What follows belongs to an exercise in optimizing a design on an open flow for small area, a short achievable clock period and few clock cycles per item; a production flow would make more cautious choices. At most, simulation tests tie the RTL to the original design; equivalence was not proved.

// execute_divide
module execute_divide(input wire              clk,
                      input wire              reset,
                      input wire              enable,
                      input wire 	      unsigned_div,
                      output wire             done,
                      input wire [32-1:0] in_a,
                      input wire [32-1:0] in_b,
                      output reg [32-1:0] out,
                      output reg              ov
                      );
==> module execute_divide, before the edit <==
module execute_divide(input wire              clk,
                      input wire              reset,
                      input wire              enable,
                      input wire 	      unsigned_div,
                      output wire             done,
                      input wire [32-1:0] in_a,
                      input wire [32-1:0] in_b,
                      output reg [32-1:0] out,
                      output reg              ov
                      );
   reg [2:0]                                   state;
   reg [31:0]                                  R;      
   reg [31:0]                                  D;      
   reg [4:0]                                   count;  
   reg                                         b_neg;  
   reg                                         negate;
   function [4:0] lzc(input [31:0] x);
      reg [31:0] y;
      reg [3:0]  q;
      reg [7:0]  nz;
      reg [15:0] l;
      reg        found;
      integer    g;
      begin
         y = x | 32'h1;
         for (g = 0; g < 8; g = g + 1) begin
            q = y[4*g +: 4];
            nz[g] = |q;
            l[2*g +: 2] = q[3] ? 2'd0 : q[2] ? 2'd1 : q[1] ? 2'd2 : 2'd3;
         end
         lzc = 5'd31;
         found = 0;
         for (g = 7; g >= 0; g = g - 1)
           if (!found && nz[g]) begin
              lzc = {3'd7 - g[2:0], l[2*g +: 2]};
              found = 1;
           end
      end
   endfunction
   function [32:0] add33(input [31:0] x, input [31:0] y, input c);
      reg [32:0] g, p, gn, pn, p0;
      integer    i, lvl, d;
      begin
         g = {x & y, c};
         p0 = {x ^ y, 1'b0};
         p = p0;
         for (lvl = 0; lvl < 6; lvl = lvl + 1) begin
            d = 1 << lvl;
            gn = g; pn = p;
            for (i = 0; i < 33; i = i + 1)
              if (i >= d) begin
                 gn[i] = g[i] | (p[i] & g[i-d]);
                 pn[i] = p[i] & p[i-d];
              end
            g = gn; p = pn;
         end
         add33 = {g[32], p0[32:1] ^ g[31:0]};
      end
   endfunction
   wire        a_neg = !unsigned_div && in_a[31];
   wire        b_negi = !unsigned_div && in_b[31];
   wire        b_zero = (in_b == 32'h0);
   wire        s_ovf = !unsigned_div && (in_a == 32'h80000000) &&
               (in_b == 32'hffffffff);
   wire [31:0] b_form = b_negi ? in_b : ~in_b;
   wire [4:0]  lz_a = lzc(a_neg ? {~in_a[30:0], 1'b1} : in_a);
   wire [4:0]  lz_b = lzc(~b_form);
   wire        a_short = lz_a > lz_b;       
   wire        cin = !b_neg || (state == 3'd1);
   wire [32:0] sum = add33(R, D, cin);
   wire        ge = sum[32];
   wire [4:0]  shamt = out[4:0] - count;
   wire        f = !b_neg;
   wire [31:0] sh0 = shamt[0] ? {D[30:0], f} : D;
   wire [31:0] sh1 = shamt[1] ? {sh0[29:0], {2{f}}} : sh0;
   wire [31:0] sh2 = shamt[2] ? {sh1[27:0], {4{f}}} : sh1;
   wire [31:0] sh3 = shamt[3] ? {sh2[23:0], {8{f}}} : sh2;
   wire [31:0] sh4 = shamt[4] ? {sh3[15:0], {16{f}}} : sh3;
   always @(posedge clk) begin
      case (state)
        3'd0: begin
           if (enable) begin
              R 	<= a_neg ? ~in_a : in_a;
              D 	<= a_neg ? 32'h0 : b_form;
              b_neg 	<= b_negi;
              negate 	<= a_neg ^ b_negi;
              count 	<= lz_a;
              if (b_zero) begin
                 if (unsigned_div)
                   out 	<= 32'hffffffff;
                 else if (in_a[31])
                   out 	<= 32'h80000000;
                 else
                   out 	<= 32'h7fffffff;
                 ov 	<= 1;
                 state 	<= 3'd4;
              end else if (s_ovf) begin
                 out 	<= 32'h7fffffff;
                 ov 	<= 1;
                 state 	<= 3'd4;
              end else if (a_short) begin
                 out 	<= 32'h0;
                 ov 	<= 0;
                 state 	<= 3'd4;
              end else begin
                 out 	<= {27'h0, lz_b};
                 ov 	<= 0;
                 state 	<= a_neg ? 3'd1 : 3'd2;
              end
           end
        end
        3'd1: begin
           if (!enable) begin
              state 	<= 3'd0;
           end else begin
              R 	<= sum[31:0];
              D 	<= b_form;
              state 	<= 3'd2;
           end
        end
        3'd2: begin
           if (!enable) begin
              state 	<= 3'd0;
           end else if (!ge) begin
              out 	<= 32'h0;
              state 	<= 3'd4;
           end else begin
              if (negate)
                R 	<= sum[31:0];
              D 	<= sh4;
              count 	<= shamt;
              out 	<= {32{negate}};
              state 	<= 3'd3;
           end
        end
        3'd3: begin
           if (!enable) begin
              state 	<= 3'd0;
           end else begin
              if (ge)
                R 	<= sum[31:0];
              out 	<= {out[30:0], ge ^ negate};
              D 	<= {1'b1, D[31:1]};
              count 	<= count - 1;
              if (count == 0)
                state 	<= 3'd4;
           end
        end
        default: begin  
           if (!enable)
             state 	<= 3'd0;
        end
      endcase
      if (reset) begin
         state  	<= 3'd0;
      end
   end
   assign done = (state == 3'd4);
endmodule  
export LEC_CHECK = 0
export CAP_MARGIN = 20
export CORE_MARGIN = 2
export CORE_UTILIZATION = 40
export SETUP_SLACK_MARGIN = 2.5
export SLEW_MARGIN = 20
create_clock -name core_clock -period 7.0 [get_ports {clk}]
run.sh (not shown) runs the stock make flow with config.mk's settings and CLKGATE_MAP_FILE= SYNTH_SCRIPT=/design/flow/synth_recipe.tcl, a recipe that flattens the netlist after the stock synthesis.
The starting point passed the timing, DRC and antenna checks.
Testbench counts at the start, summed over its fixed seeds: cycles 31,511, items 3,200.
Edit:
--- a/flow/design.v
+++ b/flow/design.v
@@ -64,9 +64,8 @@
                (in_b == 32'hffffffff);
    wire [31:0] b_form = b_negi ? in_b : ~in_b;
    wire [4:0]  lz_a = lzc(a_neg ? {~in_a[30:0], 1'b1} : in_a);
    wire [4:0]  lz_b = lzc(~b_form);
-   wire        a_short = lz_a > lz_b;       
    wire        cin = !b_neg || (state == 3'd1);
    wire [32:0] sum = add33(R, D, cin);
    wire        ge = sum[32];
    wire [4:0]  shamt = out[4:0] - count;
@@ -96,12 +95,8 @@
                  state 	<= 3'd4;
               end else if (s_ovf) begin
                  out 	<= 32'h7fffffff;
                  ov 	<= 1;
-                 state 	<= 3'd4;
-              end else if (a_short) begin
-                 out 	<= 32'h0;
-                 ov 	<= 0;
                  state 	<= 3'd4;
               end else begin
                  out 	<= {27'h0, lz_b};
                  ov 	<= 0;
After rerunning: Non-clock buffer count is lower by 47; worst setup slack improved by 8.2 ps; clock-buffer cell count stays the same; via count is lower by about 2.6%.
Function not checked in the second run of this note: the RTL went through the layout flow alone.

## port drivers added, routing unchanged
In the flow no input, the clock included, has a driving cell. The finished layouts below were timed again as built, in two steps. Step 1 (the two cells are an assumption about what drives the block):
set clk [get_ports {clk}]
set_driving_cell -lib_cell sky130_fd_sc_hd__clkbuf_16 $clk
set_driving_cell -lib_cell sky130_fd_sc_hd__buf_2 [delete_from_list [all_inputs] $clk]
Step 2 also shifts input and output timing later by t, the mid clock arrival at the registers, as if the neighbouring blocks saw the same clock. Slacks: no drivers / after step 1 / after step 2; pairs: no drivers / after step 1.
run	t, ns	slack for setup (ns)	hold WS [ns]	worst setup path at the end	clock arrival spread, ns
the first run	0.405	2.637 / 2.658 / 2.252	0.563 / 0.563 / 0.563	input to register	0.015 / 0.015
the second run	0.410	2.645 / 2.673 / 2.263	0.560 / 0.560 / 0.560	input to register	0.017 / 0.016
After both steps setup and hold are still met in every run listed. For the first run, which loses most, drivers alone change the setup slack by +0.021 ns; drivers and shift together by -0.385 ns.
